This is an optimization exercise on Yosys and OpenROAD, whose aim is small area, not a production implementation. Only simulation tests tie the RTL to the original design; equivalence was not proved. The clock port is modelled as an ideal driver, which makes a skipped or thinned clock tree look cheaper than it is; a real chip needs a root buffer or a tree.

==> inputs of 07-28 <==
// AHB_MC
module AHB_MC(
	input HCLK,
	input HRESETn,
	input HSEL,
	input [1:0] HTRANS,
	input HREADY,
	input [31:0] HADDR,
	input [31:0] HWDATA,
	input HWRITE,
	output [31:0] HRDATA,
	output HRESP,
	output HREADYOUT,
	input [2:0] BEMF,
	output [2:0] VH,
	output [2:0] VL,
	output stuck,
	output cmd_we,
	output [9:0] cmd_addr,
	output [28:0] cmd_wdata,
	input [28:0] cmd_rdata
);
==> flow/config.mk <==
export PLATFORM = sky130hd
export DESIGN_NAME = AHB_MC
export DESIGN_NICKNAME = AHB_MC
export VERILOG_FILES = /design/flow/design.v
export SDC_FILE = /design/flow/constraint.sdc
export NUM_CORES = 4
export LEC_CHECK = 0
export CAP_MARGIN = 20
export CORE_MARGIN = 2
export CORE_UTILIZATION = 40
export PLACE_DENSITY = 0.6
export SLEW_MARGIN = 20
==> flow/constraint.sdc <==
create_clock -name core_clock -period 8.0 [get_ports {HCLK}]
set_input_delay 1.6000 -clock core_clock [delete_from_list [all_inputs] [get_ports {HCLK}]]
set_output_delay 1.6000 -clock core_clock [all_outputs]
set_load 0.01 [all_outputs]
standard.sh (not shown) runs the stock make flow with config.mk's settings and CLKGATE_MAP_FILE= SYNTH_SCRIPT=/design/flow/synth_recipe.tcl, a recipe that flattens the netlist after the stock synthesis.
==> flow/flow/run.sh <==
#!/bin/bash
# Standard layout with: synthesis whose ABC step is area-oriented (flow/synth.tcl), smaller
# port buffers, one tie cell for all constant outputs, and a two-level clock tree built by
# flow/pre_cts.tcl in place of TritonCTS.
set -euo pipefail
bash standard.sh \
  "SYNTH_SCRIPT=$PWD/flow/synth.tcl" \
  "BUFFER_PORTS_ARGS=-buffer_cell sky130_fd_sc_hd__buf_1" \
  "SKIP_REPAIR_TIE_FANOUT=1" \
  "PRE_CTS_TCL=$PWD/flow/pre_cts.tcl" \
  finish > make.log 2>&1
==> flow/flow/synth.tcl <==
# The standard synthesis (synth_recipe.tcl), except that ABC maps the logic with an
# area-oriented script instead of ORFS's delay-oriented abc_speed.script. The flip-flops are
# mapped before ABC runs, so they keep the standard synthesis's names and cells.
proc synth {args} { yosys synth -nofsm -noshare {*}$args }
proc abc {args} {
  set keep {}
  set i 0
  while {$i < [llength $args]} {
    set a [lindex $args $i]
    if {$a in {-script -D}} {
      incr i 2
    } else {
      lappend keep $a
      incr i
    }
  }
  yosys abc -script "+strash;ifraig;scorr;dc2;strash;&get,-n;&dch,-f;&nf;&put;" {*}$keep
}
source $::env(SCRIPTS_DIR)/synth.tcl
# left out here: clear keep_hierarchy, flatten, clean up, hide names made inside functions, write 1_2_yosys.v
Other scripts of this flow, unchanged in this note and not shown: flow/flow/pre_cts.tcl
==> inputs of 06-21, as changes to 07-28 <==
--- a/flow/design.v
+++ b/flow/design.v
@@ -41,29 +41,28 @@
 reg [11:0] shad_ph_overflow;   
 reg [11:0] shad_Prediv;        
 reg [11:0] duty;               
 reg [11:0] shad_phcnt;         
 reg [11:0] pwm_cnt;     
 reg [13:0] dly_cnt;     
 reg [11:0] seq_cnt;     
-reg [2:0]  hi_cnt;      
 reg [2:0]  cur_phase;   
 reg [2:0]  last_phase;
 reg        phase_change_reg0;
 wire [2:0] cmd_phase = boot_cmd[14:12];
 wire cmd_empty   = (cmd_phase == 3'd0) | seq_cnt[10];
 wire pwm_done    = (pwm_cnt == shad_Prediv);
 wire pwm_out     = (pwm_cnt <= duty);
 wire dly_done    = (dly_cnt == 14'd0);
 wire cd_eq       = (pwm_cnt[9:0] == shad_comp_delay);
 wire cd_zero     = (shad_comp_delay == 10'd0);
 wire cd_done     = (s_comp & cd_eq) | cd_zero;
 wire rb_done     = s_rb & (pwm_cnt[2:0] == 3'd7);
 wire ph_ovf      = (seq_cnt == shad_ph_overflow);
-wire bemf_hi     = hi_cnt[2];
+wire bemf_hi     = pwm_cnt[5];    
 wire phase_change = (cur_phase != last_phase);
 wire phase_change_pulse = ~phase_change_reg0 & phase_change;
 wire adv = bemf_hi ^ cur_phase[0] ^ shad_orientation;
 wire [2:0] ph_fwd = (cur_phase == 3'd6) ? 3'd1 : cur_phase + 3'd1;
 wire [2:0] ph_bwd = (cur_phase == 3'd1) ? 3'd6 : cur_phase - 3'd1;
 wire [2:0] next_phase_loop = (cur_phase == 3'd0 | ~adv) ? cur_phase :
                              shad_orientation ? ph_bwd : ph_fwd;
@@ -82,18 +81,18 @@
     shad_ph_overflow <= ph_overflow;
   end
   if(s_delay | cd_done) shad_Prediv <= Prediv;
   if(s_rd) duty <= boot_cmd[11:0];
   else if(cd_done & ~s_exc) duty <= close_loop_pwm;
   if(s_rd) dly_cnt <= boot_cmd[28:15];
   else if(s_exc & pwm_done) dly_cnt <= dly_cnt - 1'b1;
-  if(s_comp & cd_eq) hi_cnt <= {2'b0, bemf_sel};
-  else if(s_rb & ~(pwm_cnt[2] & pwm_cnt[1])) hi_cnt <= hi_cnt + bemf_sel;
-  if(~(s_loop | s_exc) | (s_drive & pwm_done) | (s_comp & cd_eq) | rb_done) pwm_cnt <= 12'd0;
-  else pwm_cnt <= pwm_cnt + 1'b1;
+  if(~(s_loop | s_exc) | (s_drive & pwm_done) | rb_done) pwm_cnt <= 12'd0;
+  else if(s_comp & cd_eq) pwm_cnt <= {8'd0, bemf_sel, 3'd0};
+  else pwm_cnt <= {pwm_cnt[11:3] + ((&pwm_cnt[2:0]) | (bemf_sel & s_rb & ~(pwm_cnt[2] & pwm_cnt[1]))),
+                   pwm_cnt[2:0] + 3'd1};
   if(s_idle | s_delay | (s_rd & cmd_empty) | (phase_change_pulse & s_loop) | (s_exl & (ph_ovf | ~en))) seq_cnt <= 12'd0;
   else if((s_rd & ~cmd_empty) | rb_done) seq_cnt <= seq_cnt + 1'b1;
 end
 always@(posedge HCLK or negedge HRESETn) begin
   if(~HRESETn) shad_phcnt <= 12'b0;
   else if(phase_change_pulse) shad_phcnt <= seq_cnt & {12{s_loop}};
 end
@@ -172,26 +171,30 @@
 reg [1:0] ctrl;
 reg en;
 wire [2:0] status;
 wire [9:0] boot_addr_rd;
 wire [11:0] ph_cnt;
 wire sel = HSEL & HTRANS[1] & HREADY;
 reg wr_en_reg;
-reg [10:0] addr_reg;    
+reg [9:0] addr_reg;     
+reg addr_hi;            
 always@(posedge HCLK or negedge HRESETn) begin
   if(~HRESETn) wr_en_reg <= 1'b0;
   else wr_en_reg <= sel & HWRITE;
 end
 always@(posedge HCLK) begin
-  if(sel) addr_reg[9:0] <= HADDR[11:2];
-  addr_reg[10] <= HADDR[12];    
-end
-wire wr_reg = wr_en_reg & addr_reg[10];
+  if(sel) addr_reg <= HADDR[11:2];
+end
+always@(posedge HCLK or negedge HRESETn) begin
+  if(~HRESETn) addr_hi <= 1'b0;
+  else addr_hi <= HADDR[12];
+end
+wire wr_reg = wr_en_reg & addr_hi;
 wire [2:0] idx = addr_reg[2:0];
-wire [7:0] rsel = {8{addr_reg[10]}} & (8'd1 << idx);    
+wire [7:0] rsel = {8{addr_hi}} & (8'd1 << idx);    
 wire [11:0] rd_mux = {12{rsel[0]}} & close_loop_pwm |
                      {12{rsel[1]}} & Prediv |
                      {12{rsel[2]}} & {2'b0, comp_delay} |
                      {12{rsel[3]}} & {10'b0, ctrl} |
                      {12{rsel[4]}} & ph_cnt |
                      {12{rsel[5]}} & {11'b0, en} |
                      {12{rsel[6]}} & {9'b0, status} |
@@ -238,11 +241,11 @@
 	.orientation      (ctrl[0]),
 	.restart_en       (ctrl[1]),
 	.en               (en),
 	.status           (status),
 	.ph_cnt           (ph_cnt),
 	.stuck            (stuck)
 );
-assign cmd_we = wr_en_reg & ~addr_reg[10] & ~en;
-assign cmd_addr = en ? boot_addr_rd : addr_reg[9:0];
+assign cmd_we = wr_en_reg & ~addr_hi & ~en;
+assign cmd_addr = en ? boot_addr_rd : addr_reg;
 assign cmd_wdata = {HWDATA[29:16], HWDATA[14:12], HWDATA[11:0]};
 endmodule
==> flow/flow/run.sh (replaced) <==
#!/bin/bash
# Standard layout with: synthesis whose ABC step is area-oriented (flow/synth.tcl), with
# ripple-carry adders (flow/lcu_ripple.v) mapped with the rest of the logic instead of into
# half/full-adder cells, smaller port buffers, one tie cell for all constant outputs, and a
# two-level clock tree built by flow/pre_cts.tcl in place of TritonCTS.
set -euo pipefail
bash standard.sh \
  "SYNTH_SCRIPT=$PWD/flow/synth.tcl" \
  "ADDER_MAP_FILE=" \
  "SYNTH_OPERATIONS_ARGS=-extra-map $PWD/flow/lcu_ripple.v" \
  "BUFFER_PORTS_ARGS=-buffer_cell sky130_fd_sc_hd__buf_1" \
  "SKIP_REPAIR_TIE_FANOUT=1" \
  "PRE_CTS_TCL=$PWD/flow/pre_cts.tcl" \
  finish > make.log 2>&1
==> flow/flow/lcu_ripple.v (new file) <==
// Ripple-carry lookahead unit for synthesis (flow/run.sh passes it to synth with -extra-map),
// smaller than the Kogge-Stone one ORFS uses by default.
(* techmap_celltype = "$lcu" *)
module _80_lcu_ripple (P, G, CI, CO);
	parameter WIDTH = 2;

	(* force_downto *)
	input [WIDTH-1:0] P, G;
	input CI;

	(* force_downto *)
	output [WIDTH-1:0] CO;

	integer i;
	(* force_downto *)
	reg [WIDTH-1:0] c;

	wire [1023:0] _TECHMAP_DO_ = "proc; opt -fast";

	always @* begin
		c[0] = G[0] | (P[0] & CI);
		for (i = 1; i < WIDTH; i = i + 1)
			c[i] = G[i] | (P[i] & c[i-1]);
	end

	assign CO = c;
endmodule
--- a/flow/flow/synth.tcl
+++ b/flow/flow/synth.tcl
@@ -10,11 +10,11 @@
     if {$a in {-script -D}} {
       incr i 2
     } else {
       lappend keep $a
       incr i
     }
   }
-  yosys abc -script "+strash;ifraig;scorr;dc2;strash;&get,-n;&dch,-f;&nf;&put;" {*}$keep
+  yosys abc -script "+strash;ifraig;scorr;dc2;strash;&get,-n;&dc2;&dc2;&dch,-f;&nf,-R,1000,-p;&put;" {*}$keep
 }
 source $::env(SCRIPTS_DIR)/synth.tcl
 # left out here: clear keep_hierarchy, flatten, clean up, hide names made inside functions, write 1_2_yosys.v
==> inputs of 04-09, as changes to 07-28 <==
==> flow/flow/run.sh (replaced) <==
#!/bin/bash
# Standard layout with: synthesis whose ABC step is area-oriented (flow/synth.tcl) and maps
# adders with the rest of the logic instead of into half/full-adder cells, smaller
# port buffers, one tie cell for all constant outputs, and a two-level clock tree built by
# flow/pre_cts.tcl in place of TritonCTS.
set -euo pipefail
bash standard.sh \
  "SYNTH_SCRIPT=$PWD/flow/synth.tcl" \
  "ADDER_MAP_FILE=" \
  "BUFFER_PORTS_ARGS=-buffer_cell sky130_fd_sc_hd__buf_1" \
  "SKIP_REPAIR_TIE_FANOUT=1" \
  "PRE_CTS_TCL=$PWD/flow/pre_cts.tcl" \
  finish > make.log 2>&1
--- a/flow/flow/synth.tcl
+++ b/flow/flow/synth.tcl
@@ -10,11 +10,11 @@
     if {$a in {-script -D}} {
       incr i 2
     } else {
       lappend keep $a
       incr i
     }
   }
-  yosys abc -script "+strash;ifraig;scorr;dc2;strash;&get,-n;&dch,-f;&nf;&put;" {*}$keep
+  yosys abc -script "+strash;ifraig;scorr;dc2;strash;&get,-n;&dch,-f;&nf,-R,1000,-p;&put;" {*}$keep
 }
 source $::env(SCRIPTS_DIR)/synth.tcl
 # left out here: clear keep_hierarchy, flatten, clean up, hide names made inside functions, write 1_2_yosys.v
==> results.ini <==
[sta]
fin_hold_ws_ns=0.487
fmax_ghz=0.252
fin_crit_ns=3.97

[critical_path]
max_stage_delay_ns=0.58
cp_num_cells=8
critical_path.max_fanout=9
r2r_cells=7

[outcome]
status=finished clean

[pwr]
power_frac_comb_pct=28.0

[die]
taps=275

[finish]
drive_above_1_share_pct=2.58

[routing]
wl_met1_mm=9.09

The numbers above come from 07-28.

==> results.ini <==
[outcome]
status=finished clean

[die]
taps=265

[sta]
fin_hold_ws_ns=0.482

[routing]
wl_met1_mm=8.34

[critical_path]
cp_num_cells=12
max_stage_delay_ns=0.66

[pwr]
power_frac_comb_pct=27.5

The numbers above come from 06-21.

==> results.ini <==
[critical_path]
max_stage_delay_ns=0.37
r2r_cells=13
critical_path.max_fanout=5
cp_num_cells=13

[finish]
drive_above_1_share_pct=2.42
syn_to_final_growth_pct=6.51
final_util_pct=43.1
nets=891

[routing]
wire_per_inst_um=17.1
num_vias=5499

[pwr]
power.leakage_nw=3.21
power_frac_comb_pct=26.7

[outcome]
status=finished clean

[sta]
fin_hold_ws_ns=0.488

The numbers above come from 04-09.

In every run of this note, the design's own scripts or RTL, not TritonCTS, make the clock network.

## afterwards: timing with drivers on the ports
No port has a modelled driver above. Below, the same layouts with a new extraction and two added sets of constraints. Step 1 sets driving cells, clkbuf_16 on the clock port and buf_2 on the other inputs (assumed; they add their load-dependent delay and slew). Step 2 times the ports against the registers' clock, not the clock port: input delays grow and output delays shrink by t, the midpoint of the rising clock arrivals with the driver on. Slacks: ideal ports / drivers / drivers and shift; pairs: ideal ports / drivers.
run | t, ns | slack for setup (ns) | worst hold slack (ns)
07-28 | 0.303 | 4.030 / 3.975 / 4.278 | 0.487 / 0.487 / 0.487
06-21 | 0.300 | 3.632 / 3.580 / 3.520 | 0.482 / 0.482 / 0.482
04-09 | 0.300 | 3.869 / 3.869 / 3.597 | 0.488 / 0.488 / 0.488
After both steps every run listed still meets setup and hold. For 04-09, which loses most, drivers alone change the setup slack by 0.000 ns; drivers and shift together by -0.272 ns.
